Source: an optimization exercise on an open RTL-to-GDS flow (aim: small area). Production flows keep margins and buffers that such runs may drop.
Only simulation tests tie the RTL to the original design; equivalence was not proved.

### flow/config.mk
export PLATFORM = sky130hd
export DESIGN_NAME = avr_core
export DESIGN_NICKNAME = avr_core
export VERILOG_FILES = /design/flow/design.v
export SDC_FILE = /design/flow/constraint.sdc
export NUM_CORES = 4
export LEC_CHECK = 0
export CAP_MARGIN = 15
export CORE_MARGIN = 2
export CORE_UTILIZATION = 40
export GPL_TIMING_DRIVEN = 0
export PLACE_DENSITY = 0.75
export SLEW_MARGIN = 10
### flow/constraint.sdc
create_clock -name core_clock -period 20.0 [get_ports {clk}]
set_input_delay 4.0000 -clock core_clock [delete_from_list [all_inputs] [get_ports {clk}]]
set_output_delay 4.0000 -clock core_clock [all_outputs]
set_load 0.01 [all_outputs]
### flow/design.v
`timescale 1ns / 1ps
module mega_rca #(
	parameter W = 8
	)(
	input [W-1:0]a,
	input [W-1:0]b,
	input ci,
	output [W-1:0]s,
	output [W:0]c
	);
assign c[0] = ci;
genvar i;
generate
for (i = 0; i < W; i = i + 1)
begin : bit_
	assign s[i] = a[i] ^ b[i] ^ c[i];
	assign c[i + 1] = (a[i] & b[i]) | (c[i] & (a[i] ^ b[i]));
end
endgenerate
endmodule
module mega_alu (
	input [15:0]inst,
	input [15:0]rd,
	input [15:0]rr,
	input [7:0]io_in,
	output reg [15:0]R,
	input [7:0]sreg_in,
	output reg [7:0]sreg_out
);
wire [7:0]a = rd[7:0];
wire [7:0]b = rr[7:0];
wire [7:0]K = {inst[11:8], inst[3:0]};
wire i_movw   = inst[15:8] == 8'b00000001;
wire i_muls   = inst[15:8] == 8'b00000010;
wire i_mulx   = inst[15:8] == 8'b00000011;	 
wire i_mul    = inst[15:10] == 6'b100111;
wire i_cpc    = inst[15:10] == 6'b000001;
wire i_sbc    = inst[15:10] == 6'b000010;
wire i_add    = inst[15:10] == 6'b000011;
wire i_cp     = inst[15:10] == 6'b000101;
wire i_sub    = inst[15:10] == 6'b000110;
wire i_adc    = inst[15:10] == 6'b000111;
wire i_and    = inst[15:10] == 6'b001000;
wire i_eor    = inst[15:10] == 6'b001001;
wire i_or     = inst[15:10] == 6'b001010;
wire i_mov    = inst[15:10] == 6'b001011;
wire i_cpi    = inst[15:12] == 4'b0011;
wire i_sbci   = inst[15:12] == 4'b0100;
wire i_subi   = inst[15:12] == 4'b0101;
wire i_ori    = inst[15:12] == 4'b0110;
wire i_andi   = inst[15:12] == 4'b0111;
wire i_ldi    = inst[15:12] == 4'b1110;
wire g1op     = inst[15:9] == 7'b1001010;
wire i_com    = g1op & inst[3:0] == 4'b0000;
wire i_neg    = g1op & inst[3:0] == 4'b0001;
wire i_swap   = g1op & inst[3:0] == 4'b0010;
wire i_inc    = g1op & inst[3:0] == 4'b0011;
wire i_asr    = g1op & inst[3:0] == 4'b0101;
wire i_lsr    = g1op & inst[3:0] == 4'b0110;
wire i_ror    = g1op & inst[3:0] == 4'b0111;
wire i_dec    = g1op & inst[3:0] == 4'b1010;
wire i_sex    = inst[15:8] == 8'b10010100 & inst[3:0] == 4'b1000;
wire i_adiw   = inst[15:8] == 8'b10010110;
wire i_sbiw   = inst[15:8] == 8'b10010111;
wire i_bld    = inst[15:9] == 7'b1111100 & ~inst[3];
wire i_bst    = inst[15:9] == 7'b1111101 & ~inst[3];
wire i_cbi    = inst[15:10] == 6'b100110 & ~inst[8];
wire i_pass   = (inst[15:9] == 7'b1001001) | (inst[15:14] == 2'b10 & ~inst[12] & inst[9]) |
		(inst[15:11] == 5'b10111);
wire i_mulall = i_muls | i_mulx | i_mul;
wire i_frac   = i_mulx & (inst[7] | inst[3]);
wire sgn_a    = i_muls | i_mulx & (inst[7] | ~inst[3]);
wire sgn_b    = i_muls | i_mulx & inst[7] & ~inst[3];
wire i_w      = i_adiw | i_sbiw;
wire [15:0]prod;
mega_mul mul (.a(a), .b(b), .sa(sgn_a), .sb(sgn_b), .p(prod));
wire [15:0]mres = i_frac ? {prod[14:0], 1'b0} : prod;
wire imm   = i_cpi | i_sbci | i_subi;
wire sub   = i_sub | i_sbc | i_cp | i_cpc | imm | i_neg | i_dec | i_sbiw;
wire usec  = i_adc | i_sbc | i_cpc | i_sbci;
wire cin   = usec & sreg_in[0];
wire [7:0]x = i_neg ? 8'h00 : a;
wire [7:0]y = imm ? K : i_w ? {2'b00, inst[7:6], inst[3:0]} : (i_inc | i_dec) ? 8'h01 : i_neg ? a : b;
wire [7:0]s8;
wire [8:0]c8;
mega_rca #(.W(8)) addsub (.a(x), .b(sub ? ~y : y), .ci(cin ^ sub), .s(s8), .c(c8));
wire aC = sub ^ c8[8];
wire aH = sub ^ c8[4];
wire aV = c8[8] ^ c8[7];
wire [7:0]wh;
wire [8:0]whc;
mega_rca #(.W(8)) addw (.a(rd[15:8]), .b({8{i_sbiw}}), .ci(c8[8]), .s(wh), .c(whc));
wire [15:0]w16 = {wh, s8};
wire [7:0]bmask = 8'h01 << inst[2:0];
wire [7:0]bit_src = i_cbi ? io_in : a;
wire bit_t = i_cbi ? inst[9] : sreg_in[6];
wire arith = i_sub | i_sbc | i_cp | i_cpc | imm | i_add | i_adc | i_neg | i_inc | i_dec;
wire logic_op = i_and | i_eor | i_or | i_ori | i_andi;
wire shift = i_asr | i_lsr | i_ror;
always @ *
begin
	R = 16'h0000;
	if (arith) R[7:0] = s8;
	if (i_and) R[7:0] = a & b;
	if (i_eor) R[7:0] = a ^ b;
	if (i_or) R[7:0] = a | b;
	if (i_ori) R[7:0] = a | K;
	if (i_andi) R[7:0] = a & K;
	if (i_com) R[7:0] = ~a;
	if (i_mov) R[7:0] = b;
	if (i_movw) R = rr;
	if (i_ldi) R[7:0] = K;
	if (i_swap) R[7:0] = {a[3:0], a[7:4]};
	if (shift) R[7:0] = {i_asr ? a[7] : i_ror ? sreg_in[0] : 1'b0, a[7:1]};
	if (i_bld | i_cbi) R[7:0] = bit_t ? (bit_src | bmask) : (bit_src & ~bmask);
	if (i_pass) R[7:0] = a;
	if (i_mulall) R = mres;
	if (i_w) R = w16;
end
wire z8 = R[7:0] == 8'h00;
wire z16 = z8 & (R[15:8] == 8'h00);
always @ *
begin
	sreg_out = sreg_in;
	if (arith) begin
		sreg_out[2] = R[7];
		sreg_out[1] = z8 & (~(i_sbc | i_cpc | i_sbci) | sreg_in[1]);
		sreg_out[3] = aV;
		sreg_out[4] = R[7] ^ aV;
		if (~(i_inc | i_dec)) begin
			sreg_out[0] = aC;
			sreg_out[5] = i_neg ? (R[3] | ~a[3]) : aH;
		end
	end
	if (logic_op | i_com) begin
		sreg_out[3] = 1'b0;
		sreg_out[2] = R[7];
		sreg_out[4] = R[7];
		sreg_out[1] = z8;
		if (i_com) sreg_out[0] = 1'b1;
	end
	if (shift) begin
		sreg_out[0] = a[0];
		sreg_out[2] = R[7];
		sreg_out[3] = R[7] ^ a[0];
		sreg_out[4] = a[0];
		sreg_out[1] = z8;
	end
	if (i_mulall) begin
		sreg_out[0] = prod[15];
		sreg_out[1] = (a == 8'h00) | (b == 8'h00);
	end
	if (i_w) begin
		sreg_out[0] = i_sbiw ? (R[15] & ~rd[15]) : (~R[15] & rd[15]);
		sreg_out[3] = i_sbiw ? (~R[15] & rd[15]) : (R[15] & ~rd[15]);
		sreg_out[2] = R[15];
		sreg_out[4] = R[15] ^ (i_sbiw ? (~R[15] & rd[15]) : (R[15] & ~rd[15]));
		sreg_out[1] = z16;
	end
	if (i_sex) sreg_out[inst[6:4]] = ~inst[7];
	if (i_bst) sreg_out[6] = a[inst[2:0]];
end
endmodule
module mega_mul (
	input [7:0]a,
	input [7:0]b,
	input sa,
	input sb,
	output [15:0]p
	);
wire s1 = (a[6] & b[0]) ^ (a[5] & b[1]);
wire c2 = (a[6] & b[0]) & (a[5] & b[1]);
wire s3 = ((a[7] & b[0]) ^ sa) ^ (a[6] & b[1]) ^ (a[5] & b[2]);
wire c4 = (((a[7] & b[0]) ^ sa) & (a[6] & b[1])) | ((a[5] & b[2]) & (((a[7] & b[0]) ^ sa) ^ (a[6] & b[1])));
wire s5 = (a[4] & b[3]) ^ (a[3] & b[4]) ^ (a[2] & b[5]);
wire c6 = ((a[4] & b[3]) & (a[3] & b[4])) | ((a[2] & b[5]) & ((a[4] & b[3]) ^ (a[3] & b[4])));
wire s7 = ((a[7] & b[1]) ^ sa) ^ (a[6] & b[2]) ^ (a[5] & b[3]);
wire c8 = (((a[7] & b[1]) ^ sa) & (a[6] & b[2])) | ((a[5] & b[3]) & (((a[7] & b[1]) ^ sa) ^ (a[6] & b[2])));
wire s9 = (a[4] & b[4]) ^ (a[3] & b[5]) ^ (a[2] & b[6]);
wire c10 = ((a[4] & b[4]) & (a[3] & b[5])) | ((a[2] & b[6]) & ((a[4] & b[4]) ^ (a[3] & b[5])));
wire s11 = ((a[7] & b[2]) ^ sa) ^ (a[6] & b[3]) ^ (a[5] & b[4]);
wire c12 = (((a[7] & b[2]) ^ sa) & (a[6] & b[3])) | ((a[5] & b[4]) & (((a[7] & b[2]) ^ sa) ^ (a[6] & b[3])));
wire s13 = (a[4] & b[0]) ^ (a[3] & b[1]);
wire c14 = (a[4] & b[0]) & (a[3] & b[1]);
wire s15 = (a[5] & b[0]) ^ (a[4] & b[1]) ^ (a[3] & b[2]);
wire c16 = ((a[5] & b[0]) & (a[4] & b[1])) | ((a[3] & b[2]) & ((a[5] & b[0]) ^ (a[4] & b[1])));
wire s17 = (a[2] & b[3]) ^ (a[1] & b[4]);
wire c18 = (a[2] & b[3]) & (a[1] & b[4]);
wire s19 = (a[4] & b[2]) ^ (a[3] & b[3]) ^ (a[2] & b[4]);
wire c20 = ((a[4] & b[2]) & (a[3] & b[3])) | ((a[2] & b[4]) & ((a[4] & b[2]) ^ (a[3] & b[3])));
wire s21 = (a[1] & b[5]) ^ (a[0] & b[6]) ^ s1;
wire c22 = ((a[1] & b[5]) & (a[0] & b[6])) | (s1 & ((a[1] & b[5]) ^ (a[0] & b[6])));
wire s23 = (a[1] & b[6]) ^ ((a[0] & b[7]) ^ sb) ^ (sa & ~sb);
wire c24 = ((a[1] & b[6]) & ((a[0] & b[7]) ^ sb)) | ((sa & ~sb) & ((a[1] & b[6]) ^ ((a[0] & b[7]) ^ sb)));
wire s25 = s3 ^ s5 ^ c2;
wire c26 = (s3 & s5) | (c2 & (s3 ^ s5));
wire s27 = ((a[1] & b[7]) ^ sb) ^ (sa & sb) ^ s7;
wire c28 = (((a[1] & b[7]) ^ sb) & (sa & sb)) | (s7 & (((a[1] & b[7]) ^ sb) ^ (sa & sb)));
wire s29 = s9 ^ c4 ^ c6;
wire c30 = (s9 & c4) | (c6 & (s9 ^ c4));
wire s31 = (a[4] & b[5]) ^ (a[3] & b[6]) ^ ((a[2] & b[7]) ^ sb);
wire c32 = ((a[4] & b[5]) & (a[3] & b[6])) | (((a[2] & b[7]) ^ sb) & ((a[4] & b[5]) ^ (a[3] & b[6])));
wire s33 = s11 ^ c8 ^ c10;
wire c34 = (s11 & c8) | (c10 & (s11 ^ c8));
wire s35 = ((a[7] & b[3]) ^ sa) ^ (a[6] & b[4]) ^ (a[5] & b[5]);
wire c36 = (((a[7] & b[3]) ^ sa) & (a[6] & b[4])) | ((a[5] & b[5]) & (((a[7] & b[3]) ^ sa) ^ (a[6] & b[4])));
wire s37 = (a[4] & b[6]) ^ ((a[3] & b[7]) ^ sb) ^ c12;
wire c38 = ((a[4] & b[6]) & ((a[3] & b[7]) ^ sb)) | (c12 & ((a[4] & b[6]) ^ ((a[3] & b[7]) ^ sb)));
wire s39 = ((a[7] & b[4]) ^ sa) ^ (a[6] & b[5]) ^ (a[5] & b[6]);
wire c40 = (((a[7] & b[4]) ^ sa) & (a[6] & b[5])) | ((a[5] & b[6]) & (((a[7] & b[4]) ^ sa) ^ (a[6] & b[5])));
wire s41 = (a[3] & b[0]) ^ (a[2] & b[1]);
wire c42 = (a[3] & b[0]) & (a[2] & b[1]);
wire s43 = (a[2] & b[2]) ^ (a[1] & b[3]) ^ (a[0] & b[4]);
wire c44 = ((a[2] & b[2]) & (a[1] & b[3])) | ((a[0] & b[4]) & ((a[2] & b[2]) ^ (a[1] & b[3])));
wire s45 = (a[0] & b[5]) ^ s15 ^ s17;
wire c46 = ((a[0] & b[5]) & s15) | (s17 & ((a[0] & b[5]) ^ s15));
wire s47 = s19 ^ s21 ^ c16;
wire c48 = (s19 & s21) | (c16 & (s19 ^ s21));
wire s49 = s23 ^ s25 ^ c20;
wire c50 = (s23 & s25) | (c20 & (s23 ^ s25));
wire s51 = s27 ^ s29 ^ c24;
wire c52 = (s27 & s29) | (c24 & (s27 ^ s29));
wire s53 = s31 ^ s33 ^ c28;
wire c54 = (s31 & s33) | (c28 & (s31 ^ s33));
wire s55 = s35 ^ s37 ^ c32;
wire c56 = (s35 & s37) | (c32 & (s35 ^ s37));
wire s57 = ((a[4] & b[7]) ^ sb) ^ s39 ^ c36;
wire c58 = (((a[4] & b[7]) ^ sb) & s39) | (c36 & (((a[4] & b[7]) ^ sb) ^ s39));
wire s59 = ((a[7] & b[5]) ^ sa) ^ (a[6] & b[6]) ^ ((a[5] & b[7]) ^ sb);
wire c60 = (((a[7] & b[5]) ^ sa) & (a[6] & b[6])) | (((a[5] & b[7]) ^ sb) & (((a[7] & b[5]) ^ sa) ^ (a[6] & b[6])));
wire s61 = (a[2] & b[0]) ^ (a[1] & b[1]);
wire c62 = (a[2] & b[0]) & (a[1] & b[1]);
wire s63 = (a[1] & b[2]) ^ (a[0] & b[3]) ^ s41;
wire c64 = ((a[1] & b[2]) & (a[0] & b[3])) | (s41 & ((a[1] & b[2]) ^ (a[0] & b[3])));
wire s65 = s13 ^ s43 ^ c42;
wire c66 = (s13 & s43) | (c42 & (s13 ^ s43));
wire s67 = c14 ^ s45 ^ c44;
wire c68 = (c14 & s45) | (c44 & (c14 ^ s45));
wire s69 = c18 ^ s47 ^ c46;
wire c70 = (c18 & s47) | (c46 & (c18 ^ s47));
wire s71 = c22 ^ s49 ^ c48;
wire c72 = (c22 & s49) | (c48 & (c22 ^ s49));
wire s73 = c26 ^ s51 ^ c50;
wire c74 = (c26 & s51) | (c50 & (c26 ^ s51));
wire s75 = c30 ^ s53 ^ c52;
wire c76 = (c30 & s53) | (c52 & (c30 ^ s53));
wire s77 = c34 ^ s55 ^ c54;
wire c78 = (c34 & s55) | (c54 & (c34 ^ s55));
wire s79 = c38 ^ s57 ^ c56;
wire c80 = (c38 & s57) | (c56 & (c38 ^ s57));
wire s81 = c40 ^ s59 ^ c58;
wire c82 = (c40 & s59) | (c58 & (c40 ^ s59));
wire s83 = ((a[7] & b[6]) ^ sa) ^ ((a[6] & b[7]) ^ sb) ^ c60;
wire c84 = (((a[7] & b[6]) ^ sa) & ((a[6] & b[7]) ^ sb)) | (c60 & (((a[7] & b[6]) ^ sa) ^ ((a[6] & b[7]) ^ sb)));
wire s85 = (a[1] & b[0]) ^ (a[0] & b[1]);
wire c86 = (a[1] & b[0]) & (a[0] & b[1]);
wire s87 = (a[0] & b[2]) ^ s61 ^ c86;
wire c88 = ((a[0] & b[2]) & s61) | (c86 & ((a[0] & b[2]) ^ s61));
wire s89 = s63 ^ c62 ^ c88;
wire c90 = (s63 & c62) | (c88 & (s63 ^ c62));
wire s91 = s65 ^ c64 ^ c90;
wire c92 = (s65 & c64) | (c90 & (s65 ^ c64));
wire s93 = s67 ^ c66 ^ c92;
wire c94 = (s67 & c66) | (c92 & (s67 ^ c66));
wire s95 = s69 ^ c68 ^ c94;
wire c96 = (s69 & c68) | (c94 & (s69 ^ c68));
wire s97 = s71 ^ c70 ^ c96;
wire c98 = (s71 & c70) | (c96 & (s71 ^ c70));
wire s99 = s73 ^ c72 ^ c98;
wire c100 = (s73 & c72) | (c98 & (s73 ^ c72));
wire s101 = s75 ^ c74 ^ c100;
wire c102 = (s75 & c74) | (c100 & (s75 ^ c74));
wire s103 = s77 ^ c76 ^ c102;
wire c104 = (s77 & c76) | (c102 & (s77 ^ c76));
wire s105 = s79 ^ c78 ^ c104;
wire c106 = (s79 & c78) | (c104 & (s79 ^ c78));
wire s107 = s81 ^ c80 ^ c106;
wire c108 = (s81 & c80) | (c106 & (s81 ^ c80));
wire s109 = s83 ^ c82 ^ c108;
wire c110 = (s83 & c82) | (c108 & (s83 ^ c82));
wire s111 = ((a[7] & b[7]) ^ sa ^ sb) ^ c84 ^ c110;
wire c112 = (((a[7] & b[7]) ^ sa ^ sb) & c84) | (c110 & (((a[7] & b[7]) ^ sa ^ sb) ^ c84));
wire s113 = sa ^ c112;
assign p = {s113, s111, s109, s107, s105, s103, s101, s99, s97, s95, s93, s91, s89, s87, s85, (a[0] & b[0])};
endmodule
`timescale 1ns / 1ps
module mega_regs (
	input clk,
	input [3:0]rs1i,	 
	input rs1h,		 
	output [15:0]rs1,
	input [3:0]rs2i,
	input rs2h,
	output [15:0]rs2,
	input [3:0]rdi,		 
	input rdwl,		 
	input rdwh,		 
	input rdm,		 
	input [15:0]rd
	);
reg [7:0]REGL[0:15];
reg [7:0]REGH[0:15];
wire [7:0]dh = rdm ? rd[15:8] : rd[7:0];
genvar k;
generate
for (k = 0; k < 16; k = k + 1)
begin : pair
	always @ (posedge clk)
	begin
		if(rdwl && rdi == k) REGL[k] <= rd[7:0];
		if(rdwh && rdi == k) REGH[k] <= dh;
	end
end
endgenerate
reg [7:0]l1, h1, l2, h2;
integer i;
always @ *
begin
	l1 = 8'h00; h1 = 8'h00; l2 = 8'h00; h2 = 8'h00;
	for (i = 0; i < 16; i = i + 1)
	begin
		l1 = l1 | (REGL[i] & {8{rs1i == i}});
		h1 = h1 | (REGH[i] & {8{rs1i == i}});
		l2 = l2 | (REGL[i] & {8{rs2i == i}});
		h2 = h2 | (REGH[i] & {8{rs2i == i}});
	end
end
assign rs1 = {h1, rs1h ? h1 : l1};
assign rs2 = {h2, rs2h ? h2 : l2};
endmodule
`timescale 1ns / 1ps
module mega (
	input rst,
	input clk,
	output [15:0]pgm_addr,
	input [15:0]pgm_data,
	output [15:0]data_addr,
	output [7:0]data_out,
	output data_write,
	input [7:0]data_in,
	output data_read,
	output [5:0]io_addr,
	output [7:0]io_out,
	output io_write,
	input [7:0]io_in,
	output io_read
	);
reg [15:0]PC;
reg [1:0]state_cnt;
reg skip_next_clock;
reg [15:0]pgm_data_registered;
reg [3:0]rs1i;
reg rs1h;
reg [3:0]rs2i;
reg rs2h;
reg [3:0]rdi;
reg rdwl;
reg rdwh;
reg reg_rdm;
reg [15:0]data_addr_int;
reg [7:0]data_out_int;
reg data_write_int;
reg data_read_int;
reg io_write_int;
reg io_read_int;
reg [7:0]SREG;
reg [15:0]SP;
wire [15:0]reg_rs1;
wire [15:0]reg_rs2;
reg [15:0]reg_rd;
wire [15:0]alu_rd;
wire [7:0]sreg_out;
assign data_addr = data_addr_int;
assign data_out = data_out_int;
assign data_write = data_write_int;
assign data_read = data_read_int;
assign io_out = data_out_int;	 
assign io_write = io_write_int;
assign io_read = io_read_int;
wire [15:0]P = pgm_data_registered;
wire p_iobit = P[15:10] == 6'b100110;
wire [5:0]io_addr_int = p_iobit ? {1'b0, P[7:3]} : {P[10:9], P[3:0]};
assign io_addr = io_addr_int;
wire p_in = P[15:11] == 5'b10110;
wire [7:0]bus_ext = p_in ? io_in : data_in;
wire bus_spl = p_in ? (io_addr_int == 6'h3D) : (data_addr_int == 16'h005D);
wire bus_sph = p_in ? (io_addr_int == 6'h3E) : (data_addr_int == 16'h005E);
wire bus_sreg = p_in ? (io_addr_int == 6'h3F) : (data_addr_int == 16'h005F);
wire [7:0]bus_in = bus_spl ? SP[7:0] : bus_sph ? SP[15:8] : bus_sreg ? SREG : bus_ext;
wire execute = ~skip_next_clock;
wire st0 = state_cnt == 2'd0;
wire st1 = state_cnt == 2'd1;
wire st2 = state_cnt == 2'd2;
wire st3 = state_cnt == 2'd3;
wire [15:0]I = (st0 & ~skip_next_clock) ? pgm_data : pgm_data_registered;
wire gld  = I[15:9] == 7'b1001000;
wire gst  = I[15:9] == 7'b1001001;
wire g1op = I[15:9] == 7'b1001010;
wire movw  = I[15:8] == 8'b00000001;
wire muls  = I[15:8] == 8'b00000010;
wire mulx  = I[15:8] == 8'b00000011;
wire mul   = I[15:10] == 6'b100111;
wire cpse  = I[15:10] == 6'b000100;
wire cpi   = I[15:12] == 4'b0011;
wire immop = (I[15:12] == 4'b0011) | (I[15:12] == 4'b0100) | (I[15:12] == 4'b0101) | (I[15:12] == 4'b0110) | (I[15:12] == 4'b0111);
wire ldi   = I[15:12] == 4'b1110;
wire ldd   = I[15:14] == 2'b10 & ~I[12] & ~I[9];
wire std   = I[15:14] == 2'b10 & ~I[12] & I[9];
wire lds   = gld & I[3:0] == 4'b0000;
wire sts   = gst & I[3:0] == 4'b0000;
wire ld_yzp = gld & I[2:0] == 3'b001;
wire st_yzp = gst & I[2:0] == 3'b001;
wire ld_yzn = gld & I[2:0] == 3'b010;
wire st_yzn = gst & I[2:0] == 3'b010;
wire lpm_r  = gld & I[3:2] == 2'b01 & ~I[0];
wire lpm_rp = gld & I[3:2] == 2'b01 & I[0];
wire ld_x   = gld & I[3:0] == 4'b1100;
wire st_x   = gst & I[3:0] == 4'b1100;
wire ld_xp  = gld & I[3:0] == 4'b1101;
wire st_xp  = gst & I[3:0] == 4'b1101;
wire ld_xn  = gld & I[3:0] == 4'b1110;
wire st_xn  = gst & I[3:0] == 4'b1110;
wire pop    = gld & I[3:0] == 4'b1111;
wire push   = gst & I[3:0] == 4'b1111;
wire alu1   = g1op & (I[3:0] == 4'b0000 | I[3:0] == 4'b0001 | I[3:0] == 4'b0010 | I[3:0] == 4'b0011 |
		I[3:0] == 4'b0101 | I[3:0] == 4'b0110 | I[3:0] == 4'b0111 | I[3:0] == 4'b1010);
wire ret    = I == 16'b1001010100001000;
wire reti   = I == 16'b1001010100011000;
wire lpm_e  = I[15:5] == 11'b10010101110 & I[3:0] == 4'b1000;
wire ijmp   = I[15:5] == 11'b10010100000 & I[3:0] == 4'b1001;
wire icall  = I[15:5] == 11'b10010101000 & I[3:0] == 4'b1001;
wire jmp    = g1op & I[3:1] == 3'b110;
wire call   = g1op & I[3:1] == 3'b111;
wire adiw   = I[15:9] == 7'b1001011;
wire cbi    = I[15:10] == 6'b100110 & ~I[8];
wire sbic   = I[15:10] == 6'b100110 & I[8];
wire in_    = I[15:11] == 5'b10110;
wire out_   = I[15:11] == 5'b10111;
wire rjmp   = I[15:12] == 4'b1100;
wire rcall  = I[15:12] == 4'b1101;
wire brch   = I[15:11] == 5'b11110;
wire bld    = I[15:9] == 7'b1111100 & ~I[3];
wire sbrc   = I[15:10] == 6'b111111 & ~I[3];
wire alu2   = I[15:10] == 6'b000010 | I[15:10] == 6'b000011 | I[15:10] == 6'b000110 |
		I[15:10] == 6'b000111 | I[15:12] == 4'b0010;	 
wire mulall = muls | mulx | mul;
wire lpm_any = lpm_r | lpm_rp | lpm_e;
wire ptr_yz = ld_yzp | st_yzp | ld_yzn | st_yzn;
wire ptr_x = ld_x | st_x | ld_xp | st_xp | ld_xn | st_xn;
wire ptr_n = ld_yzn | st_yzn | ld_xn | st_xn;
wire stack = rcall | call | icall | push | ret | reti | pop;
wire e0 = execute & st0;
wire e1 = execute & st1;
wire e2 = execute & st2;
wire e3 = execute & st3;
wire [5:0]io_a = {I[10:9], I[3:0]};
wire next2w = (pgm_data[15:10] == 6'b100100 & pgm_data[3:0] == 4'b0000) |
		(pgm_data[15:9] == 7'b1001010 & pgm_data[3:2] == 2'b11);
wire skip_cond = (cpse & (reg_rs1[7:0] == reg_rs2[7:0])) |
		(sbrc & (reg_rs1[I[2:0]] == I[9])) |
		(sbic & (io_in[I[2:0]] == I[9]));	 
wire br_take = sreg_out[I[2:0]] == ~I[10];
wire pc_abs = e1 & (jmp | call | ijmp | icall);
wire pc_ret = e3 & (ret | reti);
wire pc_rel12 = (e0 & rjmp) | (e1 & rcall);
wire pc_rel7 = e0 & brch & br_take;
wire pc_hold = (e0 & (rcall | push | ret | reti | cpse | sbrc | pop | ldd | std | ptr_yz | ptr_x |
		out_ | in_ | cbi | sbic | lpm_any)) |
	(e1 & (ret | reti | lds | ldd | ld_yzp | ld_yzn | st_yzn | ld_x | ld_xp | ld_xn | st_xn | lpm_any)) |
	(e2 & (ret | reti));
wire [15:0]pc_base = (e1 & (jmp | call)) ? pgm_data :
			(e1 & (ijmp | icall)) ? reg_rs1 :
			pc_ret ? {data_out_int, bus_in} : PC;
wire [15:0]pc_off = pc_rel12 ? {{4{I[11]}}, I[11:0]} :
			pc_rel7 ? {{9{I[9]}}, I[9:3]} :
			(pc_ret & reti) ? 16'hFFFF :
			(pc_abs | pc_ret | pc_hold) ? 16'h0000 : 16'h0001;
wire [15:0]pc_next;
wire [16:0]pc_c;
mega_rca #(.W(16)) pc_add (.a(pc_base), .b(pc_off), .ci(1'b0), .s(pc_next), .c(pc_c));
wire sp_dec = ((e0 | e1) & (rcall | call | icall)) | (e1 & push);
wire sp_inc = ((e0 | e1) & (ret | reti)) | (e0 & pop);
wire ptr_disp = st1 & (ldd | std);
wire ptr_dec = (st1 | st2) & ptr_n;
wire [15:0]ad_a = stack ? SP : reg_rs2;
wire [15:0]ad_off = stack ? (sp_dec ? 16'hFFFF : 16'h0001) :
			ptr_disp ? {10'h000, I[13], I[11:10], I[2:0]} :
			ptr_dec ? 16'hFFFF : 16'h0001;
wire [15:0]ad_sum;
wire [16:0]ad_c;
mega_rca #(.W(16)) ad_add (.a(ad_a), .b(ad_off), .ci(1'b0), .s(ad_sum), .c(ad_c));
wire p_gld = P[15:9] == 7'b1001000;
wire p_ldmem = (p_gld & (P[3:0] == 4'b0000 | P[2:0] == 3'b001 | P[2:0] == 3'b010 | P[3:0] == 4'b1100 |
		P[3:0] == 4'b1101 | P[3:0] == 4'b1110 | P[3:0] == 4'b1111)) |
		(P[15:14] == 2'b10 & ~P[12] & ~P[9]);
wire p_lpm = (p_gld & P[3:2] == 2'b01) | (P[15:5] == 11'b10010101110 & P[3:0] == 4'b1000);
wire p_lpm_p = p_gld & P[3:2] == 2'b01 & P[0];
wire [7:0]pgm_byte_sel = (p_lpm_p ? rs1h : reg_rs2[0]) ? pgm_data[15:8] : pgm_data[7:0];
always @ *
begin
	reg_rd = alu_rd;
	if (st0 & (p_ldmem | p_in)) reg_rd = {8'h00, bus_in};
	if (st1 | st2) reg_rd = ad_sum;
	if (st2 & p_lpm) reg_rd = {8'h00, pgm_byte_sel};
end
assign pgm_addr = (execute & st1 & p_lpm) ? {1'b0, reg_rs2[15:1]} : PC;
reg [4:0]n_rs1a, n_rs2a, n_rda;
reg n_reg_rs1m, n_reg_rs2m, n_reg_rdm, n_reg_rdw;
always @ *
begin
	n_rs1a = I[8:4];
	if (e0 & (muls | immop)) n_rs1a[4] = 1'b1;
	if (e0 & mulx) n_rs1a[4:3] = 2'b10;
	if (e0 & adiw) n_rs1a[4:2] = 3'b111;
	if (e0 & (ijmp | icall)) n_rs1a = 5'b01111;
	n_rs2a = {I[9], I[3:0]};
	if (e0 & muls) n_rs2a[4] = 1'b1;
	if (e0 & mulx) n_rs2a[4:3] = 2'b10;
	if ((e0 & (ldd | std)) | ((e0 | e1) & ptr_yz)) n_rs2a = {2'b01, 2'b11, ~I[3]};
	if ((e0 | e1) & ptr_x) n_rs2a = 5'b01101;
	if ((e0 | e1) & lpm_any) n_rs2a = 5'b01111;
	n_rda = I[8:4];
	if (e0 & (ldi | (immop & ~cpi))) n_rda[4] = 1'b1;
	if ((e0 & mulall) | (e1 & lpm_e)) n_rda = 5'h00;
	if (e0 & adiw) n_rda[4:2] = 3'b111;
	if ((e1 & (ld_yzp | ld_yzn | st_yzn)) | (e0 & st_yzp)) n_rda = {2'b01, 2'b11, ~I[3]};
	if ((e1 & (ld_xp | ld_xn | st_xn)) | (e0 & st_xp)) n_rda = 5'b01101;
	if (e0 & lpm_rp) n_rda = 5'b01111;
	n_reg_rs1m = e0 & (adiw | ijmp | icall);
	n_reg_rs2m = (e0 & (movw | ldd | std)) | ((e0 | e1) & (ptr_yz | ptr_x | lpm_any));
	n_reg_rdm = (e0 & (movw | mulall | adiw | st_yzp | st_xp | lpm_rp)) |
		(e1 & (ld_yzp | ld_yzn | st_yzn | ld_xp | ld_xn | st_xn));
	n_reg_rdw = (e0 & (ldi | movw | mulall | alu1 | alu2 | bld | (immop & ~cpi) | adiw | st_yzp | st_xp | lpm_rp)) |
		(e1 & (pop | ld_yzp | ld_yzn | st_yzn | ld_xp | ld_xn | st_xn | in_ | lpm_any)) |
		(e2 & (lds | ldd | ld_yzp | ld_yzn | ld_x | ld_xp | ld_xn));
end
always @ (posedge clk or posedge rst)
begin
	if(rst)
	begin
		PC <= 16'h0000;
		skip_next_clock <= 1'b1;
	end
	else
	begin
		PC <= pc_next;
		skip_next_clock <= (e0 & brch & br_take) |
			(e1 & (cpse | sbrc | sbic) & skip_cond & ~next2w) |
			(e0 & rjmp) | (e1 & (jmp | ijmp | rcall | call | icall)) | (e3 & (ret | reti));
	end
end
always @ (posedge clk)
begin
	if (e0 & (jmp | ijmp | stack | cpse | sbrc | lds | sts | ldd | std | ptr_yz | ptr_x |
			out_ | in_ | cbi | sbic | lpm_any))
		state_cnt <= 2'd1;
	else if ((e1 & (ret | reti | lds | ldd | ld_yzp | ld_yzn | st_yzn | ld_x | ld_xp | ld_xn | st_xn |
			lpm_any)) |
		 (e1 & (cpse | sbrc | sbic) & skip_cond & next2w))
		state_cnt <= 2'd2;
	else if (e2 & (ret | reti | cpse | sbrc | sbic))
		state_cnt <= 2'd3;
	else
		state_cnt <= 2'd0;
	pgm_data_registered <= I;
	rs1i <= n_reg_rs1m ? n_rs1a[3:0] : n_rs1a[4:1];
	rs1h <= (e1 & lpm_rp) ? reg_rs2[0] : ~n_reg_rs1m & n_rs1a[0];
	rs2i <= (e0 & icall) ? PC[11:8] : n_reg_rs2m ? n_rs2a[3:0] : n_rs2a[4:1];
	rs2h <= ~n_reg_rs2m & n_rs2a[0];
	rdi <= (e0 & icall) ? PC[15:12] : n_reg_rdm ? n_rda[3:0] : n_rda[4:1];
	rdwl <= n_reg_rdw & (n_reg_rdm | ~n_rda[0]);
	rdwh <= n_reg_rdw & (n_reg_rdm | n_rda[0]);
	reg_rdm <= n_reg_rdm;
	data_write_int <= sp_dec | (e1 & (std | st_yzp | st_x | st_xp | sts)) | (e2 & (st_yzn | st_xn));
	data_read_int <= ((e1 | e2) & (ret | reti)) | (e1 & pop) |
		(e2 & (ldd | ld_yzp | ld_yzn | ld_x | ld_xp | ld_xn | lds));
	io_write_int <= e1 & (out_ | cbi);
	io_read_int <= (e1 & in_) | (e0 & cbi) | ((e0 | e1) & sbic);
	if ((e0 & (rcall | icall)))
		data_out_int <= PC[7:0];
	else if (e1 & (rcall | call))
		data_out_int <= PC[15:8];	 
	else if (e0 & call)
		data_out_int <= pc_next[7:0];
	else if (e1 & icall)
		data_out_int <= {rdi, rs2i};
	else if (ret | reti)
		data_out_int <= bus_in;
	else
		data_out_int <= alu_rd[7:0];	 
end
always @ (posedge clk)
begin
	if (sp_dec | (e1 & pop) | (e2 & (ret | reti)) | (e1 & (ld_yzp | st_yzp | ld_x | st_x | ld_xp | st_xp)))
		data_addr_int <= ad_a;
	else if (sp_inc | (e1 & (ldd | std | ld_yzn | st_yzn | ld_xn | st_xn)))
		data_addr_int <= ad_sum;
	else if (e1 & (lds | sts))
		data_addr_int <= pgm_data;
	if ((e1 & sts & (data_addr_int == 16'h005F)) | (e1 & out_ & (io_a == 6'h3F)))
		SREG <= reg_rs1[7:0];
	else if (e3 & reti)
		SREG <= {1'b1, sreg_out[6:0]};
	else
		SREG <= sreg_out;
	if (sp_dec | sp_inc)
		SP <= ad_sum;
	else if ((e1 & sts & (pgm_data == 16'h005D)) | (e1 & out_ & (io_a == 6'h3D)))
		SP[7:0] <= reg_rs1[7:0];
	else if ((e1 & sts & (pgm_data == 16'h005E)) | (e1 & out_ & (io_a == 6'h3E)))
		SP[15:8] <= reg_rs1[7:0];
end
mega_alu alu (
	.inst(pgm_data_registered),
	.rd(reg_rs1),
	.rr(reg_rs2),
	.io_in(io_in),
	.R(alu_rd),
	.sreg_in(SREG),
	.sreg_out(sreg_out)
);
mega_regs regs (
	.clk(clk),
	.rs1i(rs1i),
	.rs1h(rs1h),
	.rs1(reg_rs1),
	.rs2i(rs2i),
	.rs2h(rs2h),
	.rs2(reg_rs2),
	.rdi(rdi),
	.rdwl(rdwl),
	.rdwh(rdwh),
	.rd(reg_rd),
	.rdm(reg_rdm)
);
endmodule
`timescale 1ns / 1ps
module avr_core (
	input clk,
	input rst,
	output [15:0]pgm_addr,
	input [15:0]pgm_data,
	output [15:0]data_addr,
	output [7:0]data_out,
	output data_write,
	input [7:0]data_in,
	output data_read,
	output [5:0]io_addr,
	output [7:0]io_out,
	output io_write,
	input [7:0]io_in,
	output io_read
	);
mega core(
	.rst(rst),
	.clk(clk),
	.pgm_addr(pgm_addr),
	.pgm_data(pgm_data),
	.data_addr(data_addr),
	.data_out(data_out),
	.data_write(data_write),
	.data_in(data_in),
	.data_read(data_read),
	.io_addr(io_addr),
	.io_out(io_out),
	.io_write(io_write),
	.io_in(io_in),
	.io_read(io_read)
	);
endmodule
### flow/flow/run.sh
#!/bin/bash
# Own layout flow: the standard flow (standard.sh) with
#  - synthesis mapped by an area-oriented ABC script (flow/synth_area.tcl),
#  - port buffers of the smallest buffer cell,
#  - clock tree from mid-size clock buffers in larger sink clusters, without
#    dummy loads.
# Each tool's full output goes to the ORFS logs under orfs/logs; make's own
# output goes to flow_make.log in the work folder.
set -euo pipefail
W=$(pwd)
bash "$W/standard.sh" \
  "SYNTH_SCRIPT=$W/flow/synth_area.tcl" \
  "BUFFER_PORTS_ARGS=-buffer_cell sky130_fd_sc_hd__buf_1" \
  "CTS_ARGS=-sink_clustering_enable -repair_clock_nets -dont_use_dummy_load -buf_list sky130_fd_sc_hd__clkbuf_4 -sink_clustering_size 10 -sink_clustering_max_diameter 35" \
  finish > "$W/flow_make.log" 2>&1
### flow/flow/area.abc
&get -n
&st
&dch -f
&nf -R 1000 -F 8 -A 4 -p
&put
### flow/flow/synth_area.tcl
# The standard synthesis (synth_recipe.tcl), with the technology mapping of
# the combinational logic done by an area-oriented ABC script (area.abc beside
# this file) in place of ORFS's delay-oriented one. Everything else, and so
# every register's name and cell type, is as in the standard synthesis.
set area_abc_script [file join [file dirname [file normalize [info script]]] area.abc]
proc synth {args} { yosys synth -nofsm -noshare {*}$args }
proc abc {args} {
  set i [lsearch -exact $args -script]
  if { $i >= 0 } {
    lset args [expr {$i + 1}] $::area_abc_script
  }
  yosys abc {*}$args
}
source $::env(SCRIPTS_DIR)/synth.tcl
# left out here: clear keep_hierarchy, flatten, clean up, hide names made inside functions, write 1_2_yosys.v
### flow/standard.sh
#!/bin/bash
# synth_recipe.tcl (not shown) runs the flow's synth.tcl, then flattens the netlist and writes it again
# the make line also repeats each setting of config.mk as NAME=value (left out here)
make -C /OpenROAD-flow-scripts/flow DESIGN_CONFIG=/design/flow/config.mk WORK_HOME=/design/flow/orfs CLKGATE_MAP_FILE= SYNTH_SCRIPT=/design/flow/synth_recipe.tcl "${@:-finish}"
==> metrics.cfg, run 1 <==
[detailed_routing]
drtPass1Iterations=9
wl_met2_um=41700
met3_length_um=14300
drtAntennaViolNets=0
vias_per_cell=6.91
drc=0
routed_wl_um=96900
met1Wirelength_um=35200
drt_iter0_markers=4076
vias=22990
routed.top_layer=met5
routedWlPerCell_um=29.1

[worst_setup_path]
timing.rr.end=core.PC[15]
critical_path_depth=59
slowest_delay_ns=1.07
crit_top_cell=fa_1
cp_num_buf_inv=4
cp_max_fo=11
crit_type=flip-flop to flip-flop
reg2reg_depth=59
cp-end-kind=flip-flop
arrival_ns=19.85
r2r_start=core.rs2i[1]
critPathTopFamily=adder cells
setup.worst_path.end=core.PC[15]
cp_slowest_cell=a221oi_1
reg2reg_slack_ns=0.81
start_kind=flip-flop
required_ns=20.67
startpoint=core.rs2i[1]

[synthesis]
synth-seq-cells=360
synth_largest_area_cell=edfxtp_1
syn_inst=2337
async_flop_share_pct=4.72
synth_warnings=5
syn_area_per_cell_um2=9.90
synth_nets=2495
yosys.cell_types.count=65
yosysTopAreaCellShare_pct=37.4
synth-edff-count=288
synth_area_leaders=edfxtp_1 (37%), fa_1 (8.0%), dfxtp_1 (4.8%), nand2_1 (4.3%), nor2_1 (4.2%)
syn-cell-area_um2=23100
synth_flop_cell=edfxtp_1
synth.yosys.seq_area_share_pct=44.0

[clock_tree]
clockRootBuffer=clkbuf_4
htree_levels=2
clk_pin_slew_worst_paths_ns=0.10
postCtsHoldBufs=0
cts_max_path_buffers=3
clock_latency_ns=0.90
clock_sinks=360
cts_made_buffers=58
cts_tree=built
cts_setup_buffers=0
post_cts_resized=0

[sta]
period_share_pct=95.9
hold_viol=0
fin_crit_ns=19.19
worstMarginPinSlew_ns=1.39
slew_headroom_pct=7.47
rsz0062_at_grt=false
clock.fmax_ghz=0.0521
fin_skew_ns=0.128
drv_slew=0
setup_violations=0

[global_routing]
grt_usage_pct=31.5
grt.overflow.total=0
grt_max_degree=34
antenna_found_initial=2
grt_pass1_wl_um=141000
grt_pass1_vias=21977

[placed_design]
port_buffers=91
dpl.cell_count=3259
place_congestion=1.00
place_area_um2=25400
dpl.hpwl_um=71700

[floorplan]
num_io_pins=92
fp.dieArea_um2=59800
coreArea_um2=57500
fp.dieH_um=245
core.rowCount=88
start_util_pct=40.3
die_x_um=245

[run_status]
status=complete, no violations

[finish]
synthToLayoutAreaGrowth_pct=12.0
final_common_cell=edfxtp_1
layout.nets=2719
drive_gt1_share_pct=7.78
fill_cells=5454
fin_cells=3326
finalInstanceArea_um2=25900
final_cell_mix=edfxtp_1 (288), nand2_1 (263), nor2_1 (236)

[worst_hold_path]
hold_path.class=flip-flop to flip-flop

[run]
max_cap_viol_count=0

flip-flops by register name, indices dropped and copies added (netlist names), 2 cells and up:
register / cells
core.state_cnt: 2
core.regs.REGL: 128
core.SREG: 8
core.PC: 16
core.SP: 16
core.pgm_data_registered: 16
core.data_out_int: 8
core.rs1i: 4
core.regs.REGH: 128
core.rs2i: 4
core.rdi: 4
core.data_addr_int: 16
logic make-up after synthesis:
kind of cell               share of synthesized area (%)
buffers and inverters                               2.56
DFF                                                 44.0
adders and majority gates                           9.72
xor gates and xnor gates                            1.36
AOI/OAI and AO/OA                                   22.5
muxes                                               3.40
and+or+nand+nor                                     16.5
cell usage after synthesis, types with 39 or more instances:
library cell / instances
nand4_1: 39
mux2i_1: 65
fa_1: 93
clkinv_1: 141
a221oi_1: 47
a22oi_1: 44
a222oi_1: 87
nand3_1: 54
a21oi_1: 179
o21ai_0: 178
dfxtp_1: 55
nor2_1: 256
edfxtp_1: 288
nand2_1: 263
nor3_1: 48
and3_1: 46
worst min-delay path by stage:
| stage | startpoint | to | slack (ns) | cells past startpoint |
|---|---|---|---|---|
| finish | core.PC[12] | core.rdi[0] | 0.51 | 1 |
| global route | core.PC[12] | core.rdi[0] | 0.50 | 1 |
| CTS | core.PC[12] | core.rdi[0] | 0.50 | 1 |
| detailed placement | core.PC[11] | core.rs2i[3] | 0.53 | 1 |
| global placement | core.PC[9] | core.rs2i[1] | 0.52 | 1 |
| floorplan | core.PC[15] | core.rdi[3] | 0.48 | 2 |
metrics by stage:
| stage | util (%) | setup WS, ns | hold slack, ns | TNS (ns) |
|---|---|---|---|---|
| after detailed placement | 44.2 | 1.20 | 0.528 | 0 |
| after CTS | 45.0 | 1.25 | 0.505 | 0 |
| after global routing | 45.1 | 0.383 | 0.498 | 0 |
| final | 45.1 | 0.812 | 0.514 | 0 |
| after floorplan | - | 3.51 | 0.476 | 0 |
| after global placement | 42.5 | -1.74 | 0.516 | -5.19 |
worst reg2reg max path: cells and delay by family, from the launching register on:
kind	cells	cell delay [ns]
xor+xnor	4	0.66
compound gates	15	5.03
simple gates	6	1.36
flops	1	0.64
mux	2	0.28
buf+inv	4	0.89
fa+ha+maj	28	10.18
final cells by class:
type | instances | area, um^2 | area share (%)
multi-input cells | 1827 | 12600 | 48.8
flip-flops and latches | 360 | 10200 | 39.3
repair buffers | 164 | 1110 | 4.30
well taps | 765 | 957 | 3.69
inverters | 141 | 529 | 2.04
clock buffers | 58 | 435 | 1.68
plain buffers | 9 | 63.8 | 0.246
diodes | 2 | 5.00 | 0.0193
layer usage:
layer  up-vias  GRT usage [%]
li1       9548              -
met1     11065           41.3
met2      1992           47.1
met3       380           9.51
met4         5           16.0
met5         -           1.31
==> inputs of run 2 (changes only) <==
--- a/flow/flow/run.sh
+++ b/flow/flow/run.sh
@@ -3,8 +3,4 @@
 #  - synthesis mapped by an area-oriented ABC script (flow/synth_area.tcl),
 #  - port buffers of the smallest buffer cell,
-#  - clock tree from mid-size clock buffers in larger sink clusters, without
-#    dummy loads.
-# Each tool's full output goes to the ORFS logs under orfs/logs; make's own
-# output goes to flow_make.log in the work folder.
 set -euo pipefail
 W=$(pwd)
==> metrics.cfg, run 2 <==
[finish]
synthToLayoutAreaGrowth_pct=12.0  ; unchanged
fill_cells=5454  ; unchanged
drive_gt1_share_pct=7.78  ; unchanged
layout.nets=2719  ; unchanged
multiInputGateArea_um2=12600  ; unchanged
top_regs=core.regs.REGH x128, core.regs.REGL x128  ; unchanged
regArea_um2=10200  ; unchanged
final_common_cell=edfxtp_1  ; unchanged
final_cell_mix=edfxtp_1 (288), nand2_1 (263), nor2_1 (236)  ; unchanged

[detailed_routing]
routedWlPerCell_um=29.1  ; unchanged
drc=0  ; unchanged
routed_wl_um=96900  ; unchanged
drt_iter0_markers=4076  ; unchanged
drtAntennaViolNets=0  ; unchanged
vias=22990  ; unchanged
vias_per_cell=6.91  ; unchanged
drtPass1Iterations=9  ; unchanged

[global_routing]
antenna_found_initial=2  ; unchanged
grt_max_degree=34  ; unchanged
grt_pass1_vias=21977  ; unchanged
grt.overflow.total=0  ; unchanged
grt_usage_pct=31.5  ; unchanged
grt_pass1_wl_um=141000  ; unchanged

[placed_design]
dpl.hpwl_um=71700  ; unchanged
dp_worst_setup_slack_ns=1.20  ; unchanged
port_buffers=91  ; unchanged
place_congestion=1.00  ; unchanged

[sta]
hold_viol=0  ; unchanged
slew_headroom_pct=7.47  ; unchanged
clock.fmax_ghz=0.0521  ; unchanged
drv_slew=0  ; unchanged
rsz0062_at_grt=false  ; unchanged
fin_skew_ns=0.128  ; unchanged
fin_crit_ns=19.19  ; unchanged
setup_violations=0  ; unchanged
period_share_pct=95.9  ; unchanged
worstMarginPinSlew_ns=1.39  ; unchanged
setup_slack_ns=0.812  ; unchanged
tns_ns=0  ; unchanged

[synthesis]
synth_largest_area_cell=edfxtp_1  ; unchanged
syn-cell-area_um2=23100  ; unchanged
synth_warnings=5  ; unchanged
synth_flop_cell=edfxtp_1  ; unchanged
syn_inst=2337  ; unchanged
synth_nets=2495  ; unchanged
yosysTopAreaCellShare_pct=37.4  ; unchanged
synth.yosys.seq_area_share_pct=44.0  ; unchanged
synth-edff-count=288  ; unchanged
synth-seq-cells=360  ; unchanged
async_flop_share_pct=4.72  ; unchanged
synth_common_cells=edfxtp_1 (288), nand2_1 (263), nor2_1 (256), a21oi_1 (179), o21ai_0 (178)  ; unchanged
yosys.cell_types.count=65  ; unchanged
syn_area_per_cell_um2=9.90  ; unchanged
yosysMostFrequentCell=edfxtp_1  ; unchanged
synth_area_leaders=edfxtp_1 (37%), fa_1 (8.0%), dfxtp_1 (4.8%), nand2_1 (4.3%), nor2_1 (4.2%)  ; unchanged

[run]
max_cap_viol_count=0  ; unchanged

[worst_setup_path]
timing.rr.end=core.PC[15]  ; unchanged
required_ns=20.67  ; about the same
start_kind=flip-flop  ; unchanged
reg2reg_slack_ns=0.81  ; about the same
cp_max_fo=11  ; unchanged
crit_type=flip-flop to flip-flop  ; unchanged
cp-end-kind=flip-flop  ; unchanged
cp_num_buf_inv=4  ; unchanged
slowest_delay_ns=1.07  ; about the same
reg2reg_depth=59  ; unchanged
critPathTopFamily=adder cells  ; unchanged
arrival_ns=19.85  ; about the same
cp_slowest_cell=a221oi_1  ; unchanged
crit_top_cell=fa_1  ; unchanged
r2r_start=core.rs2i[1]  ; unchanged

[clock_tree]
post_cts_resized=0  ; unchanged
clock_latency_ns=0.90  ; about the same
clk_pin_slew_worst_paths_ns=0.10  ; about the same
clock_sinks=360  ; unchanged
cts_tree=built  ; unchanged
htree_levels=2  ; unchanged
cts_max_path_buffers=3  ; unchanged
clockRootBuffer=clkbuf_4  ; unchanged
cts_setup_buffers=0  ; unchanged
postCtsHoldBufs=0  ; unchanged
cts_made_buffers=58  ; unchanged

[floorplan]
core.rowCount=88  ; unchanged
coreArea_um2=57500  ; unchanged
die_x_um=245  ; unchanged
fp.dieH_um=245  ; unchanged
fp.dieArea_um2=59800  ; unchanged
num_io_pins=92  ; unchanged
start_util_pct=40.3  ; unchanged

[worst_hold_path]
worstHoldEndpoint=core.rdi[0]  ; unchanged
hp-start=core.PC[12]  ; unchanged
holdPathStages=1  ; unchanged
hold_path.class=flip-flop to flip-flop  ; unchanged

[run_status]
status=complete, no violations  ; unchanged

-- run 2: cell counts after synthesis --
Identical to the previous run, type by type.
-- run 2: per-layer routing --
metal  track usage, %  wire (um)  vias to the layer above
met3             9.51      14300                      380
met2             47.1      41700                     1992
met4             16.0       5540                        5
met5             1.31        109                        -
li1                 -          -                     9548
met1             41.3      35200                    11065
-- run 2: area by class of cell --
cell class                      count  share of cell area (%)
Buffer                              9                   0.246
Multi-Input combinational cell   1827                    48.8
Inverter                          141                    2.04
Antenna cell                        2                  0.0193
Timing Repair Buffer              164                    4.30
Clock buffer                       58                    1.68
Sequential cell                   360                    39.3
Tap cell                          765                    3.69
-- run 2: cells by family (layout without fill, tap and decap cells) --
group | after synthesis | count (layout) | synth area share [%]
mux | 77 | 77 | 3.40
buf+inv | 150 | 372 | 2.56
other cells | 0 | 2 | 0
simple gates | 829 | 829 | 16.5
fa+ha+maj | 124 | 124 | 9.72
xor+xnor | 36 | 36 | 1.36
flops | 360 | 360 | 44.0
compound gates | 761 | 761 | 22.5
-- run 2: through the flow --
stage | cell area (um^2) | hold slack, ns | util (%) | std cells
floorplan | 23100 | 0.476 | - | 2337
global placement | 24400 | 0.516 | 42.5 | 3193
detailed placement | 25400 | 0.528 | 44.2 | 3259
CTS | 25800 | 0.505 | 45.0 | 3317
global route | 25900 | 0.498 | 45.1 | 3325
finish | 25900 | 0.514 | 45.1 | 3326
-- run 2: worst max path at each step --
stage                  from          end  slack (ns)  cells past startpoint
6_report       core.rs2i[1]  core.PC[15]        0.81                     59
5_1_grt        core.rs2i[1]  core.PC[15]        0.38                     59
4_1_cts        core.rs2i[1]  core.PC[15]        1.25                     59
3_5_place_dp   core.rs2i[1]  core.PC[15]        1.20                     59
3_3_place_gp   core.rs1i[0]  core.PC[15]       -1.74                     59
2_1_floorplan  core.rs1i[0]  core.PC[15]        3.51                     60
==> inputs of run 3 (changes only) <==
--- a/flow/design.v
+++ b/flow/design.v
@@ -88,7 +88,14 @@
 wire aH = sub ^ c8[4];
 wire aV = c8[8] ^ c8[7];
-wire [7:0]wh;
-wire [8:0]whc;
-mega_rca #(.W(8)) addw (.a(rd[15:8]), .b({8{i_sbiw}}), .ci(c8[8]), .s(wh), .c(whc));
+wire [8:0]wt;
+assign wt[0] = c8[8] ^ i_sbiw;
+genvar j;
+generate
+for (j = 0; j < 8; j = j + 1)
+begin : incdec
+	assign wt[j + 1] = wt[j] & (rd[8 + j] ^ i_sbiw);
+end
+endgenerate
+wire [7:0]wh = rd[15:8] ^ wt[7:0];
 wire [15:0]w16 = {wh, s8};
 wire [7:0]bmask = 8'h01 << inst[2:0];
@@ -500,7 +507,7 @@
 begin
 	reg_rd = alu_rd;
-	if (st0 & (p_ldmem | p_in)) reg_rd = {8'h00, bus_in};
+	if (st0 & (p_ldmem | p_in)) reg_rd[7:0] = bus_in;
 	if (st1 | st2) reg_rd = ad_sum;
-	if (st2 & p_lpm) reg_rd = {8'h00, pgm_byte_sel};
+	if (st2 & p_lpm) reg_rd[7:0] = pgm_byte_sel;
 end
 assign pgm_addr = (execute & st1 & p_lpm) ? {1'b0, reg_rs2[15:1]} : PC;
==> metrics.cfg, run 3 <==
[run_status]
status=complete, no violations  ; unchanged

[finish]
top_regs=core.regs.REGH x128, core.regs.REGL x128  ; unchanged
drive_gt1_share_pct=7.30  ; was 7.78%
final_cell_mix=nand2_1 (301), edfxtp_1 (288), nor2_1 (244)  ; was edfxtp_1 (288), nand2_1 (263), nor2_1 (236)
multiInputGateArea_um2=12700  ; was 12600 um^2
synthToLayoutAreaGrowth_pct=11.5  ; was 12.0%
regArea_um2=10200  ; unchanged
fin_cells=3306  ; was 3326
final_common_cell=nand2_1  ; was edfxtp_1
fill_cells=5321  ; was 5454
layout.nets=2702  ; was 2719

[detailed_routing]
routed_wl_um=96200  ; was 96900 um
vias=23002  ; was 22990
drt_iter0_markers=4429  ; was 4076
vias_per_cell=6.96  ; was 6.91
drc=0  ; unchanged
drtAntennaViolNets=0  ; unchanged
drtPass1Iterations=8  ; was 9
routedWlPerCell_um=29.1  ; about the same

[clock_tree]
cts_max_path_buffers=3  ; unchanged
htree_levels=2  ; unchanged
clock_sinks=360  ; unchanged
postCtsHoldBufs=0  ; unchanged
clock_latency_ns=0.83  ; was 0.90 ns
clockRootBuffer=clkbuf_4  ; unchanged
clk_pin_slew_worst_paths_ns=0.12  ; was 0.10 ns
cts_tree=built  ; unchanged
cts_made_buffers=54  ; was 58

[synthesis]
synth_largest_area_cell=edfxtp_1  ; unchanged
yosys.cell_types.count=67  ; was 65
synth_warnings=5  ; unchanged
synth-seq-cells=360  ; unchanged
synth.yosys.seq_area_share_pct=44.2  ; was 44.0%
syn-cell-area_um2=23000  ; was 23100 um^2
synth_common_cells=nand2_1 (301), edfxtp_1 (288), nor2_1 (264), a21oi_1 (176), o21ai_0 (174)  ; was edfxtp_1 (288), nand2_1 (263), nor2_1 (256), a21oi_1 (179), o21ai_0 (178)
synth-edff-count=288  ; unchanged
syn_inst=2341  ; was 2337
synth_area_leaders=edfxtp_1 (38%), fa_1 (7.5%), nand2_1 (4.9%), dfxtp_1 (4.8%), nor2_1 (4.3%)  ; was edfxtp_1 (37%), fa_1 (8.0%), dfxtp_1 (4.8%), nand2_1 (4.3%), nor2_1 (4.2%)
yosysMostFrequentCell=nand2_1  ; was edfxtp_1
async_flop_share_pct=4.72  ; unchanged
synth_flop_cell=edfxtp_1  ; unchanged
syn_area_per_cell_um2=9.84  ; was 9.90 um^2
synth_nets=2492  ; was 2495
yosysTopAreaCellShare_pct=37.5  ; was 37.4%

[floorplan]
coreArea_um2=56700  ; was 57500 um^2
fp.dieH_um=244  ; was 245 um
fp.dieArea_um2=59500  ; was 59800 um^2
core.rowCount=87  ; was 88
start_util_pct=40.6  ; was 40.3%
die_x_um=244  ; was 245 um
num_io_pins=92  ; unchanged

[worst_setup_path]
crit_type=flip-flop to flip-flop  ; unchanged
r2r_start=core.rs1i[1]  ; was core.rs2i[1]
reg2reg_depth=65  ; was 59
cp_slowest_cell=dfxtp_1  ; was a221oi_1
slowest_delay_ns=0.57  ; was 1.07 ns
required_ns=20.59  ; was 20.67 ns
start_kind=flip-flop  ; unchanged
crit_top_cell=fa_1  ; unchanged
cp-end-kind=flip-flop  ; unchanged
reg2reg_slack_ns=0.73  ; was 0.81 ns
cp_max_fo=14  ; was 11
arrival_ns=19.86  ; was 19.85 ns
timing.rr.end=core.PC[15]  ; unchanged

[sta]
hold_slack_ns=0.521  ; was 0.514 ns
rsz0062_at_grt=false  ; unchanged
fin_skew_ns=0.156  ; was 0.128 ns
period_share_pct=96.4  ; was 95.9%
setup_violations=0  ; unchanged
setup_slack_ns=0.726  ; was 0.812 ns
drv_slew=0  ; unchanged
fin_crit_ns=19.27  ; was 19.19 ns
tns_ns=0  ; unchanged
worstMarginPinSlew_ns=1.39  ; about the same
slew_headroom_pct=6.80  ; was 7.47%
hold_viol=0  ; unchanged
clock.fmax_ghz=0.0519  ; was 0.0521 GHz

[worst_hold_path]
worstHoldEndpoint=core.rdi[2]  ; was core.rdi[0]
hold_path.class=flip-flop to flip-flop  ; unchanged
hp-start=core.PC[14]  ; was core.PC[12]
holdPathStages=1  ; unchanged

[placed_design]
port_buffers=91  ; unchanged
dpl.cell_count=3248  ; was 3259
place_congestion=1.03  ; was 1.00
dpl.hpwl_um=71200  ; was 71700 um
dp_worst_setup_slack_ns=0.892  ; was 1.20 ns

[global_routing]
grt.overflow.total=0  ; unchanged
grt_usage_pct=31.3  ; was 31.5%
grt_pass1_vias=21861  ; was 21977
antenna_found_initial=4  ; was 2
grt_max_degree=34  ; unchanged
grt_pass1_wl_um=141000  ; about the same

[run]
max_cap_viol_count=0  ; unchanged

[run 3: worst max path at each step]
stage / startpoint / to / slack, ns / cells after the start
floorplan: core.rs1i[1] / core.PC[15] / 2.92 / 64
global placement: core.rs1i[1] / core.PC[15] / -1.82 / 64
detailed placement: core.rs2i[0] / core.PC[15] / 0.89 / 63
CTS: core.rs2i[0] / core.PC[15] / 0.87 / 63
global route: core.rs1i[1] / core.PC[15] / 0.22 / 65
finish: core.rs1i[1] / core.PC[15] / 0.73 / 65
[run 3: through the flow]
stage	instance area [um^2]	utilization (%)
3_3_place_gp	24300	42.9
3_5_place_dp	25200	44.5
4_1_cts	25600	45.2
6_report	25700	45.3
5_1_grt	25700	45.3
2_1_floorplan	23000	-
[run 3: worst max-delay path, delay by kind of cell (launching register included)]
kind | cells | cell delay, ns
AO/OA/AOI/OAI | 19 | 4.42
adder cells (fa/ha/maj) | 28 | 10.32
flip-flops | 1 | 0.57
AND/OR/NAND/NOR | 10 | 2.01
buffers and inverters | 5 | 0.87
XOR/XNOR | 3 | 0.87
[run 3: what timing repair did]
action                                  in CTS  in global routing
resized for setup                            0                  1
hold endpoints to repair                     0                  0
endpoints found under the setup margin       0                  1
setup buffers                                0                  0
[run 3: cell type report]
| cell class | count | area share, % |
|---|---|---|
| buffer | 9 | 0.248 |
| sequential | 360 | 39.6 |
| timing repair buffer | 154 | 3.96 |
| tap | 756 | 3.68 |
| antenna | 1 | 0.00974 |
| inverter | 95 | 1.39 |
| clock buffer | 54 | 1.58 |
| multi-input combinational | 1877 | 49.5 |
[run 3: layer usage]
metal  GRT usage [%]  wire [um]  vias to the layer above
met5               0         27                        -
met4            15.2       5740                        4
met3            7.42      13200                      431
met2            47.7      41600                     2030
met1            42.0      35600                    10983
li1                -          -                     9554
[run 3: cell families after synthesis]
| family | after synthesis | synth area share (%) |
|---|---|---|
| mux | 55 | 2.44 |
| buf+inv | 104 | 1.82 |
| simple gates | 889 | 17.7 |
| xor+xnor | 52 | 1.98 |
| fa+ha+maj | 117 | 9.16 |
| compound gates | 764 | 22.7 |
| flops | 360 | 44.2 |
==> inputs of run 4 (changes only) <==
--- a/flow/config.mk
+++ b/flow/config.mk
@@ -8,6 +8,6 @@
 export CAP_MARGIN = 15
 export CORE_MARGIN = 2
-export CORE_UTILIZATION = 40
+export CORE_UTILIZATION = 60
 export GPL_TIMING_DRIVEN = 0
-export PLACE_DENSITY = 0.75
+export PLACE_DENSITY = 0.8
 export SLEW_MARGIN = 10
==> metrics.cfg, run 4 <==
[run_status]
status=complete, no violations  ; unchanged

[placed_design]
dpl.hpwl_um=70300  ; was 71200 um
place_area_um2=25000  ; was 25200 um^2
port_buffers=91  ; unchanged
dpl.cell_count=3004  ; was 3248
dp_worst_setup_slack_ns=1.03  ; was 0.892 ns
place_congestion=1.04  ; was 1.03

[worst_setup_path]
critPathTopFamily=adder cells  ; unchanged
crit_top_cell=fa_1  ; unchanged
cp-end-kind=flip-flop  ; unchanged
crit_type=flip-flop to flip-flop  ; unchanged
required_ns=20.68  ; was 20.59 ns
start_kind=flip-flop  ; unchanged
cp_num_buf_inv=5  ; unchanged
cp_slowest_cell=o22ai_2  ; was dfxtp_1
slowest_delay_ns=0.82  ; was 0.57 ns
arrival_ns=19.90  ; was 19.86 ns
cp_max_fo=9  ; was 14

[floorplan]
die_x_um=200  ; was 244 um
coreArea_um2=37800  ; was 56700 um^2
num_io_pins=92  ; unchanged
core.rowCount=71  ; was 87
fp.dieArea_um2=40000  ; was 59500 um^2
start_util_pct=61.0  ; was 40.6%
fp.dieH_um=200  ; was 244 um

[global_routing]
grt_pass1_wl_um=139000  ; was 141000 um
use_met2_pct=71.1  ; was 47.7%
grt_pass1_vias=21741  ; was 21861
grt_usage_pct=48.4  ; was 31.3%
use_met3_pct=16.2  ; was 7.42%
top_usage_layer=met2  ; unchanged
use_met1_pct=61.0  ; was 42.0%
antenna_found_initial=4  ; unchanged
grt_max_degree=34  ; unchanged
grt.overflow.total=0  ; unchanged

[synthesis]
synth_xor_area_share_pct=1.98  ; unchanged
yosys.cell_types.count=67  ; unchanged
synth_compound_area_share_pct=22.7  ; unchanged
synth_area_leaders=edfxtp_1 (38%), fa_1 (7.5%), nand2_1 (4.9%), dfxtp_1 (4.8%), nor2_1 (4.3%)  ; unchanged
synth_mux_area_share_pct=2.44  ; unchanged
syn-cell-area_um2=23000  ; unchanged
synth_simple_gate_area_share_pct=17.7  ; unchanged
synth_warnings=5  ; unchanged
synth_largest_area_cell=edfxtp_1  ; unchanged
syn_area_per_cell_um2=9.84  ; unchanged
synth-edff-count=288  ; unchanged
synth_top_family_by_area=compound AO/OA/AOI/OAI gates  ; unchanged
yosysTopAreaCellShare_pct=37.5  ; unchanged
synth-seq-cells=360  ; unchanged
synth_adder_area_share_pct=9.16  ; unchanged
synth_flop_cell=edfxtp_1  ; unchanged
yosysMostFrequentCell=nand2_1  ; unchanged
synth_common_cells=nand2_1 (301), edfxtp_1 (288), nor2_1 (264), a21oi_1 (176), o21ai_0 (174)  ; unchanged
synth.yosys.seq_area_share_pct=44.2  ; unchanged
async_flop_share_pct=4.72  ; unchanged
synth_nets=2492  ; unchanged
syn_inst=2341  ; unchanged

[finish]
top_regs=core.regs.REGH x128, core.regs.REGL x128  ; unchanged
final_common_cell=nand2_1  ; unchanged
final_cell_mix=nand2_1 (301), edfxtp_1 (288), nor2_1 (247)  ; was nand2_1 (301), edfxtp_1 (288), nor2_1 (244)
synthToLayoutAreaGrowth_pct=10.9  ; was 11.5%
multiInputGateArea_um2=12800  ; was 12700 um^2
fin_cells=3078  ; was 3306
regArea_um2=10200  ; unchanged
finalInstanceArea_um2=25500  ; was 25700 um^2
drive_gt1_share_pct=7.69  ; was 7.30%
fill_cells=2967  ; was 5321
layout.nets=2715  ; was 2702

[detailed_routing]
drc=0  ; unchanged
vias_per_cell=7.58  ; was 6.96
vias=23324  ; was 23002
drtPass1Iterations=9  ; was 8
drtAntennaViolNets=0  ; unchanged
routedWlPerCell_um=31.4  ; was 29.1 um
drt_iter0_markers=4374  ; was 4429
routed_wl_um=96700  ; was 96200 um

[clock_tree]
clock_sinks=360  ; unchanged
cts_max_path_buffers=3  ; unchanged
htree_levels=3  ; was 2
cts_tree=built  ; unchanged
clk_pin_slew_worst_paths_ns=0.10  ; was 0.12 ns
cts_made_buffers=66  ; was 54
clock_latency_ns=0.84  ; was 0.83 ns
clockRootBuffer=clkbuf_4  ; unchanged

[sta]
hold_viol=0  ; unchanged
fin_crit_ns=19.22  ; was 19.27 ns
clock.fmax_ghz=0.0520  ; was 0.0519 GHz
worstMarginPinSlew_ns=1.29  ; was 1.39 ns
period_share_pct=96.1  ; was 96.4%
drv_slew=0  ; unchanged
rsz0062_at_grt=false  ; unchanged
setup_violations=0  ; unchanged
fin_skew_ns=0.138  ; was 0.156 ns
setup_slack_ns=0.778  ; was 0.726 ns
tns_ns=0  ; unchanged
slew_headroom_pct=13.3  ; was 6.80%

[worst_hold_path]
hold_path.class=flip-flop to flip-flop  ; unchanged

[run]
max_cap_viol_count=0  ; unchanged

-- run 4: path summary, 6_finish.rpt --
kind                       slack, ns          from           end  cells after the start
max                             0.78  core.rs2i[3]   core.PC[15]                     64
min                             0.54   core.PC[11]  core.rs2i[3]                      1
max reg2reg                     0.78  core.rs2i[3]   core.PC[15]                     64
min reg2reg                     0.54   core.PC[11]  core.rs2i[3]                      1
max in group asynchronous      16.37           rst   core.PC[13]                      2
min in group asynchronous       3.21           rst    core.PC[9]                      2
-- run 4: stage by stage --
stage	hold slack, ns	util, %
after global placement	0.524	63.6
final	0.543	67.7
after detailed placement	0.526	66.2
after CTS	0.533	67.5
after floorplan	0.477	-
after global routing	0.549	67.6
-- run 4: routing by layer --
layer / part of all wire (%) / vias to the layer above / wire (um)
met1: 33 / 10857 / 32300
met5: 0.030 / - / 29
met4: 8.7 / 4 / 8440
met3: 16 / 569 / 15600
li1: - / 9598 / -
met2: 42 / 2296 / 40300
-- run 4: logic make-up after synthesis --
group,after synthesis
flops,360
simple gates,889
mux,55
xor+xnor,52
fa+ha+maj,117
compound gates,764
buf+inv,104
-- run 4: area by class of cell --
cell class / count / area share (%)
clock buffers: 66 / 1.94
flip-flops and latches: 360 / 39.8
well taps: 511 / 2.50
multi-input cells: 1877 / 49.9
repair buffers: 155 / 4.09
diodes: 5 / 0.0490
plain buffers: 9 / 0.250
inverters: 95 / 1.40
-- run 4: what timing repair did --
item / in CTS / in global routing
setup endpoints to repair: 0 / 1
resized for setup: 0 / 1
hold buffers: 0 / 0
buffers inserted: 0 / 0

re-timing with driven ports:
How much do the figures lean on ideal ports? The routed layouts below were timed once more, with nothing changed but the port constraints.
Step 1: set_driving_cell puts a clkbuf_16 on clk and a buf_2 on each other input, an assumption about the parent block.
Step 2 times the ports against the registers' clock, not the clock port: input delays grow and output delays shrink by t, the midpoint of the rising clock arrivals with the driver on.
a / b / c = no drivers / after step 1 / after step 2; a / b = the first two.
run	shift t [ns]	setup slack, ns	pins driven straight from the clock port
run 1	0.885	0.812 / 0.812 / 0.812	1
run 2	0.885	0.812 / 0.812 / 0.812	1
run 3	0.799	0.726 / 0.726 / 0.726	1
run 4	0.817	0.778 / 0.778 / 0.778	1
After both steps setup and hold are still met in every run listed.
